Background: an optimization exercise with open tools, aiming at small area. Do not read the settings as production practice.
In this exercise RTL edits were held to simulation tests only and were not proved equivalent to the original.
Power figures rest on the tool's default switching activity, not on a simulated workload.

==> flow/run.sh <==
#!/bin/bash
# synth_recipe.tcl (not shown) runs the flow's synth.tcl, then flattens the netlist and writes it again
# the make line also repeats each setting of config.mk as NAME=value (left out here)
make -C /OpenROAD-flow-scripts/flow DESIGN_CONFIG=/design/flow/config.mk WORK_HOME=/design/flow/orfs CLKGATE_MAP_FILE= SYNTH_SCRIPT=/design/flow/synth_recipe.tcl finish
==> flow/config.mk <==
export PLATFORM = sky130hd
export DESIGN_NAME = BallCompetition
export DESIGN_NICKNAME = BallCompetition
export VERILOG_FILES = /design/flow/design.v
export SDC_FILE = /design/flow/constraint.sdc
export NUM_CORES = 4
export LEC_CHECK = 0
export CAP_MARGIN = 20
export CORE_MARGIN = 2
export CORE_UTILIZATION = 40
export SLEW_MARGIN = 20
==> flow/constraint.sdc <==
create_clock -name core_clock -period 10.0 [get_ports {clk}]
set_input_delay 2.0000 -clock core_clock [delete_from_list [all_inputs] [get_ports {clk}]]
set_output_delay 2.0000 -clock core_clock [all_outputs]
set_load 0.01 [all_outputs]
==> flow/design.v <==
`timescale 1ns / 1ps
module key_debounce #(  
   parameter	DELAY_TIME = 250_000  
)(
		input wire	clk,		
		input wire  rstn,
		input wire	key_in,		
		output reg 	press_on			
);
reg		key_in_r0;		
reg		key_in_r1;		
reg 		key_in_nedge;		
reg	[$clog2(DELAY_TIME)-1:0]delay_cnt;		
reg		delay_flag;		 
always @(posedge clk or negedge rstn)
begin
    if(rstn == 1'b0) begin
        key_in_r0 <= 1'b0	;	
        key_in_r1 <= 1'b0	;	
    end
    else begin
       key_in_r0 <= key_in;
	   key_in_r1 <= key_in_r0;
    end
end
always @(posedge clk or negedge rstn)
begin
    if(rstn == 1'b0) begin
        key_in_nedge <= 1'b0;               
    end
    else begin
        key_in_nedge <= ~key_in_r0 & key_in_r1;
    end 
end
always @(posedge clk or negedge rstn)
begin
    if(rstn == 1'b0) begin
        delay_cnt  <= 'd0;	
    end
    else begin
        if((delay_flag == 1) && (delay_cnt == DELAY_TIME - 1))
				delay_cnt <= 0;
        else if ((delay_flag == 1) && (delay_cnt < DELAY_TIME - 1))
            delay_cnt <= delay_cnt + 1;
        else  
				delay_cnt <= 0;
    end
end
always @(posedge clk or negedge rstn)
begin
    if(rstn == 1'b0) begin
	 delay_flag <= 1'b0;		 
    end
    else begin
        if(key_in_nedge) begin	 
				delay_flag <= 1'b1;	 
        end
        else if (delay_cnt == DELAY_TIME - 1) begin
            delay_flag <= 1'b0;
        end
        else
            delay_flag <= delay_flag;
    end
end
always @(posedge clk or negedge rstn)
begin
    if(rstn == 1'b0) begin
        press_on <= 1'b0;
    end
    else begin
        if((delay_cnt == DELAY_TIME - 1) && (delay_flag == 1'b1)) begin		 
		    press_on <= 1'b1;
        end
        else begin
            press_on <= 1'b0;
        end
    end
end
endmodule
`timescale 1ns / 1ps
module Display(
    input	wire	clk,   
    input   wire  rstn,
    input	wire	[3:0]  sw_in,  
    input   wire  [2:0]  press_on,
    output	wire	[1:0]  reg_ab, 
    output  wire  [7:0]  led_time,
    output	wire 	[3:0]  seg_data_1, 
	 output	wire 	[3:0]  seg_data_2 
    );
localparam COUNT_1S = 12048;  
localparam Quarter_Time = 60; 	 
localparam Quarter_Time_rest = 10;	 
wire clk1h;
reg [13:0] counter ; 
reg [13:0] Qcounter ;
reg [6:0] scorer_A ; 
reg [6:0] scorer_B ; 
reg [6:0] Quarter_Time_Down ;	 
reg [2:0] Quarter_Time_rest_Down ;  
reg [4:0] AttackT_A ; 
reg [4:0] AttackT_B; 
reg [1:0] reg_ab_reg;
reg [7:0] led_time_reg ;
reg [3:0] seg_data_1_reg;
reg [3:0] seg_data_2_reg;
reg [1:0] DownCNT;	 
reg [6:0] countA_1;	 
reg [6:0] countA_2;	 
reg [6:0] countA_3;	 
reg [6:0] countB_1;	 
reg [6:0] countB_2;	 
reg [6:0] countB_3;	 
always @(posedge clk or negedge rstn)
begin
    if(rstn == 1'b0) begin	 
       led_time_reg <= 8'b0000_0000; 
       Qcounter <= 'd0; 
	    Quarter_Time_Down <= Quarter_Time;	
		 Quarter_Time_rest_Down <= Quarter_Time_rest;
	    DownCNT <= 'd0;
    end
    else begin
        if(Qcounter == COUNT_1S - 1) begin  
            Qcounter <= 'd0;
				if(Quarter_Time_Down == 0) begin        
						if(DownCNT == 2'd3) begin
						   DownCNT <= 2'd3;
							Quarter_Time_Down <=  0;
							Quarter_Time_rest_Down <= 0;
							led_time_reg <= {led_time_reg[5:0],1'b1,1'b1}; 
						end
						else begin
							if(Quarter_Time_rest_Down == 0)begin
								DownCNT <= DownCNT + 1'b1;
								Quarter_Time_Down <=  Quarter_Time;
								Quarter_Time_rest_Down <= Quarter_Time_rest;
								led_time_reg <= {led_time_reg[5:0],1'b1,1'b1}; 
							end
							else begin
								Quarter_Time_rest_Down <= Quarter_Time_rest_Down -1'b1;
							end
						end
				 end
				 else begin
					 Quarter_Time_Down <= Quarter_Time_Down - 1'b1;
				 end
        end
        else begin
           Qcounter <= Qcounter + 1; 
        end 
    end
end 
always @(posedge clk or negedge rstn)
begin
    if(rstn == 1'b0) begin
        scorer_A <= 'd0; 
        scorer_B <= 'd0; 
		  countA_1 <= 'd0;countA_2 <= 'd0;countA_3 <= 'd0;
		  countB_1 <= 'd0;countB_2 <= 'd0;countB_3 <= 'd0;
	 end
    else begin
        case(sw_in[3:1])
            3'b011:begin  
              case(press_on)  
                3'b001: begin
                    scorer_A <= scorer_A + 1;
						  countA_1 <= countA_1 + 1;
                end 
                3'b010: begin
                    scorer_A <= scorer_A + 2;
						  countA_2 <= countA_2 + 1;
                end 
                3'b100: begin
                    scorer_A <= scorer_A + 3;
						  countA_3 <= countA_3 + 1;
					 end
                default:begin
                    scorer_A <= scorer_A; 
                end
              endcase  
            end
            3'b111:begin  
               case(press_on)
                3'b001: begin
                    scorer_B <= scorer_B + 1;
						  countB_1 <= countB_1 + 1;
                end 
                3'b010: begin
                    scorer_B <= scorer_B + 2;
						  countB_2 <= countB_2 + 1;
                end 
                3'b100: begin
                    scorer_B <= scorer_B + 3;
						  countB_3 <= countB_3 + 1;
                end
                default:begin
                    scorer_B <= scorer_B; 
                end
              endcase     
            end			 
            default:begin
                scorer_A <= scorer_A; 
                scorer_B <= scorer_B; 
            end
        endcase
    end
end
always @(posedge clk or negedge rstn)
begin
    if(rstn == 1'b0) begin
        AttackT_A <= 5'd24;
        AttackT_B <= 5'd24;
        counter <=  'd0;
    end
    else begin
        case(sw_in[3:1])
		3'b000:begin    
              if(sw_in[0] == 1'b1) begin 
                    if(counter == COUNT_1S - 1) begin  
                            counter <= 'd0;
									 if(AttackT_A == 0) begin  
                                AttackT_A <= 0 ;
                            end
                            else begin
                               AttackT_A <= AttackT_A - 1'b1;
                            end
                    end
                    else begin
                       counter <= counter + 1;
                    end
             end
             else begin   
                counter <= counter;
             end   
		end
		3'b001:begin  
              if(sw_in[0] == 1'b1) begin  
                    if(counter == COUNT_1S - 1) begin  
                            counter <= 'd0;
                            if(AttackT_B == 0) begin 
                                AttackT_B <= 0 ;
                            end
                            else begin
                               AttackT_B <= AttackT_B - 1'b1;
                            end
                    end
                    else begin
                       counter <= counter + 1;
                    end
             end
             else begin   
                counter <= counter;
             end
		end
		3'b011:begin  
           counter <=  counter;
           AttackT_A <= AttackT_A;
		     AttackT_B <= AttackT_B;
		end
		3'b111:begin  
		     counter <=  counter;
           AttackT_A <= AttackT_A;
		     AttackT_B <= AttackT_B;
		end	
		default:begin
            counter <=  'd0;
            AttackT_A <= 5'd24;
		      AttackT_B <= 5'd24;
	    end
	   endcase
    end
end
always @(posedge clk or negedge rstn)
begin
    if(rstn == 1'b0) begin
		  seg_data_1_reg <= 4'd16; 
        seg_data_2_reg <= 4'd16;
		  reg_ab_reg <= 2'b11;
    end
    else begin
        case(sw_in[3:1])
		3'b000:begin    
            seg_data_2_reg <= AttackT_A%10; 
            seg_data_1_reg <= AttackT_A/10; 
			reg_ab_reg <= 2'b10;
		end
		3'b001:begin  
            seg_data_2_reg <= AttackT_B%10;
            seg_data_1_reg <= AttackT_B/10;
			reg_ab_reg <= 2'b01;
		end
		3'b011:begin  
            seg_data_2_reg <= scorer_A%10;
            seg_data_1_reg <= scorer_A/10;
			reg_ab_reg <= 2'b10;
		end
		3'b111:begin  
				seg_data_2_reg <= scorer_B%10;
				seg_data_1_reg <= scorer_B/10;
		   reg_ab_reg <= 2'b01;
		end			 
		3'b110:begin   
				if(Quarter_Time_Down == 0)begin
					seg_data_2_reg <= Quarter_Time_rest_Down%10;
					seg_data_1_reg <= Quarter_Time_rest_Down/10;end
				else begin
					seg_data_2_reg <= Quarter_Time_Down%10;
					seg_data_1_reg <= Quarter_Time_Down/10;end
		    reg_ab_reg <= 2'b00;
		end
		3'b100:begin   
            if(scorer_A > scorer_B) begin
					seg_data_2_reg <= 4'd10;   
					seg_data_1_reg <= scorer_A-scorer_B;   
					reg_ab_reg <= 2'b10;
			   end
				else if(scorer_A < scorer_B) begin
					seg_data_2_reg <= 4'd11;   
					seg_data_1_reg <= scorer_B-scorer_A;   
					reg_ab_reg <= 2'b01;
			   end 
				else begin	 
					seg_data_2_reg <= 4'd00;  
					seg_data_1_reg <= 4'd00;   
					reg_ab_reg <= 2'b00;
				end
		end
	   3'b010:begin
		case(press_on)	 
				3'b001:begin
					seg_data_2_reg <= countA_1%10;
					seg_data_1_reg <= countA_1/10;end
				3'b010:begin
					seg_data_2_reg <= countA_2%10;
					seg_data_1_reg <= countA_2/10;end
				3'b100:begin
					seg_data_2_reg <= countA_3%10;
					seg_data_1_reg <= countA_3/10;end
				endcase
		end
		3'b101:begin
				case(press_on)
				3'b001:begin
					seg_data_2_reg <= countB_1%10;
					seg_data_1_reg <= countB_1/10;end
				3'b010:begin
					seg_data_2_reg <= countB_2%10;
					seg_data_1_reg <= countB_2/10;end
				3'b100:begin
					seg_data_2_reg <= countB_3%10;
					seg_data_1_reg <= countB_3/10;end
				endcase
		end
		default:begin  
			seg_data_2_reg <= 4'd16;
			seg_data_1_reg <= 4'd16;
			reg_ab_reg <= 2'b11;
	    end
	endcase
    end
end    
assign reg_ab = reg_ab_reg;  
assign led_time = led_time_reg;
assign seg_data_1 = seg_data_1_reg;
assign seg_data_2 = seg_data_2_reg;
endmodule
`timescale 1ns / 1ps
module segment(
    input  [3:0] seg_data_1,
    input  [3:0] seg_data_2,
    output [8:0] seg_led_1,
    output [8:0] seg_led_2
);
function [8:0] seg;
    input [3:0] d;
    begin
        case (d)
            4'd0:  seg = 9'h3f;
            4'd1:  seg = 9'h06;
            4'd2:  seg = 9'h5b;
            4'd3:  seg = 9'h4f;
            4'd4:  seg = 9'h66;
            4'd5:  seg = 9'h6d;
            4'd6:  seg = 9'h7d;
            4'd7:  seg = 9'h07;
            4'd8:  seg = 9'h7f;
            4'd9:  seg = 9'h6f;
            4'd10: seg = 9'h77;  
            4'd11: seg = 9'h7c;  
            4'd12: seg = 9'h39;
            4'd13: seg = 9'h5e;
            4'd14: seg = 9'h79;
            default: seg = 9'h71;
        endcase
    end
endfunction
assign seg_led_1 = seg(seg_data_1);
assign seg_led_2 = seg(seg_data_2);
endmodule
`timescale 1ns / 1ps
module BallCompetition(
    input	wire clk,					 
    input   wire rstn,					 
    input	wire	[3:0]  sw_in,  	 
    input   wire  [2:0]  key_in,		 
    output	wire	[1:0]  reg_ab,  	 
    output  wire  [7:0]  led_time,	 
    output  [8:0]  seg_led_1,			 
	 output  [8:0]  seg_led_2			 
);
	localparam DelayTime = 250;   
   wire [2:0]	press_on;				 
	wire [3:0] seg_data_1;				 
	wire [3:0] seg_data_2;				 
    key_debounce	 
    #(.DELAY_TIME  (DelayTime))  
    key0
    (
		.clk(clk),		            
      .rstn(rstn),
      .key_in(key_in[0]),		
      .press_on(press_on[0])	       
    );
    key_debounce
    #(.DELAY_TIME  (DelayTime))  
    key1
    (
      .clk(clk),		           
      .rstn(rstn),
      .key_in(key_in[1]),		
      .press_on(press_on[1])	       
    );
    key_debounce
    #(.DELAY_TIME  (DelayTime))  
    key2
    (
      .clk(clk),		            
      .rstn(rstn),
      .key_in(key_in[2]),		
      .press_on(press_on[2])	      
    ); 
    Display u_Display(
      .clk(clk),  
      .rstn(rstn),
      .sw_in(sw_in),  
      .press_on(press_on),
      .reg_ab(reg_ab), 
      .led_time(led_time),
      .seg_data_1(seg_data_1),  
      .seg_data_2(seg_data_2)      
    );
    segment u_segment(
   .seg_data_1  (seg_data_1),	
	.seg_data_2  (seg_data_2),		
	.seg_led_1   (seg_led_1),		
	.seg_led_2	 (seg_led_2)
    );
endmodule
==> metrics.md <==
| Metric | Value |
|---|---|
| Outcome | `timing/DRC/antenna clean` |
| Tmin final | `6800 ps` |
| #FFs+latches synth | `159` |
| WHS Path Cells | `0` |
| Pwr dens | `165 nW/um^2` |
| Post-synth EDFFs | `0` |
| Nets@finish | `1094` |
| Initial antenna violation count | `0` |
| Cells after Synth | `1008` |
| Leak Pwr | `4.77 nW` |
| Final setup fails | `0` |
| HP Start | `key2.key_in_r0$_DFF_PN0_` |
| Setup WS post-layout | `3200 ps` |
| Final WL | `20.7 mm` |
| VDD IR max | `119 uV` |
| Die area | `25200 sq um` |
| R2r setup slk | `4760 ps` |
| Routed vias | `7177` |
| Worst R2R Path Depth | `20` |
| Port Buffers | `32` |
| Overall global routing resource usage | `17.1%` |
| Reg power frac | `43.3%` |
| RR Startpoint | `key2.press_on$_DFF_PN0_` |
| Synth Cell Area | `9580 sq um` |
| CORE AREA | `23500 sq um` |
| Clock skew | `7.03 ps` |
| Regs by FF count | `u_Display.Qcounter (14), u_Display.counter (14)` |
| GPL Wtd Cong | `0.906` |
| Post-synthesis sequential area ratio | `41.7%` |
| Slew headroom | `36.2%` |
| CTS resizes | `0` |
| Worst hold slack | `379 ps` |
| Logic pwr share | `19.0%` |
| Hold EP | `key2.key_in_r1$_DFF_PN0_` |
| Grt ovf | `0` |
| Die Width | `159 um` |
| Fmax | `0.147 GHz` |
| Iteration-0 DRC Markers | `514` |
| Critical path class | `input port to register` |
| Yosys warns | `7` |
| Clock sinks | `159` |
| Clock Path Buffers | `2` |
| Antenna viol nets, final | `0` |
| Period utilization | `68.0%` |
| Root cell of the clock tree | `clkbuf_16` |
| Dpl hpwl | `14.9 mm` |
| Crit path arrival time | `7150 ps` |
| Die height | `159 um` |
| Power Internal | `1.23 mW` |
| Final hold violation count | `0` |
| Drt pass-1 iters | `7` |
| Post-synth cell types | `87` |
| Multi-input logic area | `5160 sq um` |
| Row count | `56` |
| Most frequent CP cell | `ha_1` |
| Clock share of power | `37.7%` |
| Req. time, crit path | `10350 ps` |
| Drt via density | `5.28` |
| Vias in the first global route | `6929` |
| Area Growth Syn to Fin | `12.3%` |
| Worst path cell trace | `clkdlybuf4s50_1 -> nand3b_2 -> a221oi_1 -> a211o_1 -> nor2_1 -> o21ai_1 -> and2_1 -> ha_1 -> inv_1 -> o31a_1 -> o21bai_1 -> nand2b_2 -> xnor2_1 -> ha_1 -> o21ai_0 -> a211oi_1 -> o2bb2ai_1 -> or4_1 -> o211ai_1` |
| Fill cells | `2245` |
| Diodes inserted | `0` |
| CP peak stage delay | `1070 ps` |
| Critical R2R Capture | `u_Display.seg_data_2_reg[2]$_DFFE_PN0P_` |
| Place WS | `2880 ps` |
| Clock latency (worst-skew pair) | `440 ps` |
| H-tree depth | `4` |
| CP endpoint kind | `register` |
| Clock slew at reported path FFs | `70 ps` |
| I/O pin total | `37` |
| Largest net degree at the start of global routing | `99` |
| Net Sw Frac | `30.6%` |
| Fraction of layout cells with a size suffix above 1 | `9.22%` |
| Initial core utilization | `40.8%` |
| Finished Layout Cells | `1360` |
| Worst-path maximum fanout | `29` |
| Fraction of registers with async set/reset | `100%` |
| CTS Hold Bufs | `0` |
| Startpoint Class | `input port` |
| Post-route setup TNS | `0 ps` |
| Post-route DRC | `0` |
| RSZ-0062 raised after global routing | `no` |
| Post-Syn Area per Cell | `9.50 sq um` |
| Max Cap Viol | `0` |
| CTS tree | `built` |
| First-pass GRT wire length | `35.2 mm` |
| Psw | `541 uW` |
| Final Max Tran Viols | `0` |
| WL/cell | `15.2 um` |
| CP max stage cell | `clkdlybuf4s50_1` |
| Postcts setup bufs | `0` |
| Sequential cell area | `3990 sq um` |
| Num CTS Buffers | `17` |
| Hold Crit Class | `register to register` |
| Prevailing post-synth register cell | `dfrtp_1` |
| Worst Tran Pin Value | `952 ps` |
| DP Cell Count | `1328` |
routing by layer:
layer | GRT usage (%) | wire [um] | vias up
li1 | - | - | 3582
met2 | 26.8 | 9320 | 144
met3 | 3.08 | 842 | 29
met4 | 5.84 | 402 | 0
met1 | 23.8 | 10100 | 3422
met5 | 0 | 0 | -
critical path, delay by kind of cell:
family          cells  cell delay, ps
buf+inv             2            1120
fa+ha+maj           2             410
compound gates      9            2280
simple gates        5            1180
xor+xnor            1             140
cells by family after synthesis:
family | after synthesis | synth area share, %
other cells | 1 | 0.0392
simple gates | 369 | 19.7
fa+ha+maj | 58 | 7.86
flops | 159 | 41.7
xor+xnor | 86 | 7.86
buf+inv | 99 | 4.56
mux | 22 | 2.72
compound gates | 214 | 15.6
cell usage after synthesis (all sizes together) (4+ instances only):
master | instances | area share [%]
nand2b | 15 | 1.0
a31oi | 4 | 0.26
o211ai | 4 | 0.31
dfstp | 11 | 3.0
o21a | 6 | 0.47
nor3 | 31 | 1.7
nand4b | 4 | 0.37
mux2 | 12 | 1.4
nor3b | 11 | 1.2
clkbuf | 18 | 0.71
a211oi | 8 | 0.86
or2 | 10 | 0.65
a21boi | 5 | 0.39
o21ai | 54 | 2.8
nand3b | 6 | 0.51
buf | 22 | 1.5
o31ai | 11 | 0.86
o21bai | 5 | 0.43
ha | 53 | 6.9
nand2 | 74 | 2.9
nand4 | 12 | 0.78
a22oi | 5 | 0.39
mux2i | 8 | 0.84
fa | 4 | 0.84
nor2b | 20 | 1.3
inv | 59 | 2.3
xnor2 | 47 | 4.3
and4 | 5 | 0.46
a22o | 5 | 0.46
dfrtp | 148 | 39
a221oi | 13 | 1.3
a21o | 8 | 0.63
a311oi | 4 | 0.37
nand3 | 35 | 1.8
nor2 | 110 | 4.3
and3 | 17 | 1.1
o22ai | 5 | 0.33
xor2 | 39 | 3.6
a31o | 4 | 0.37
a21oi | 47 | 2.5
and2 | 7 | 0.46
power by group through the flow:
stage	Clock (mW)	Combinational, mW	Sequential, mW
global route	0.711	0.383	0.777
global placement	0	0.332	0.776
detailed placement	0	0.340	0.777
finish	0.667	0.337	0.765
floorplan	0	0.246	0.756
CTS	0.685	0.341	0.765
how the worst max path moves through the flow:
| stage | cells past startpoint | to | startpoint |
|---|---|---|---|
| after detailed placement | 20 | u_Display.seg_data_2_reg[2]$_DFFE_PN0P_ | sw_in[1] |
| after floorplan | 19 | u_Display.seg_data_2_reg[2]$_DFFE_PN0P_ | sw_in[2] |
| after global placement | 20 | u_Display.seg_data_2_reg[2]$_DFFE_PN0P_ | sw_in[1] |
| after CTS | 20 | u_Display.seg_data_2_reg[2]$_DFFE_PN0P_ | sw_in[1] |
| final | 19 | u_Display.seg_data_2_reg[2]$_DFFE_PN0P_ | sw_in[1] |
| after global routing | 19 | u_Display.seg_data_2_reg[2]$_DFFE_PN0P_ | sw_in[1] |
cell type report:
class                      count  share of cell area [%]
clock inverter                15                    1.73
clock buffer                  17                    3.96
sequential                   159                    37.1
multi-input combinational    753                    48.0
tap                          319                    3.71
timing repair buffer          38                    3.41
inverter                      59                    2.06
cell usage in the layout, fill, tap and decap left out, types with 12 or more instances in the layout:
cell | netlist | layout
nand2_1 | 74 | 74
xnor2_1 | 47 | 47
clkbuf_16 | 0 | 17
a21oi_1 | 47 | 47
nor3_1 | 30 | 30
nand3_1 | 35 | 35
inv_1 | 59 | 59
clkdlybuf4s50_1 | 0 | 31
xor2_1 | 39 | 39
ha_1 | 53 | 53
nor2_1 | 110 | 110
o21ai_0 | 51 | 51
nor2b_1 | 20 | 20
and3_1 | 17 | 17
nand2b_1 | 14 | 14
nand4_1 | 12 | 12
dfrtp_1 | 148 | 148
mux2_2 | 12 | 12
per-stage QoR:
step                      util [%]  cell area [sq um]  power [mW]
final                         45.8              10800        1.77
after global routing          45.8              10800        1.87
after CTS                     45.8              10800        1.79
after detailed placement      43.2              10100        1.12
after global placement        43.2              10100        1.11
after floorplan                  -               9590        1.00

-- separate check: timing with driven ports --
No port has a modelled driver above. Below, the same layout with a new extraction and two added sets of constraints.
Step 1 sets driving cells, clkbuf_16 on the clock port and buf_2 on the other inputs (assumed; they add their load-dependent delay and slew).
Step 2, shift: input delay + t, output delay - t, t = (earliest + latest rising clock arrival at the registers) / 2. This alone moves slack from input paths to output paths.
a / b / c = ideal ports / drivers / drivers and shift; a / b = the first two.
shift t [ns]: 0.477
setup slack, ns: 3.200 / 3.205 / 2.728
worst register clock-pin slew, ns: 0.07 / 0.07
worst data-port slew with drivers (ns): 0.05
cell pins on the clock port's net: 1
After both steps setup and hold are still met in this run. The setup slack of this run moves by +0.005 ns with the drivers and by -0.472 ns with both steps.
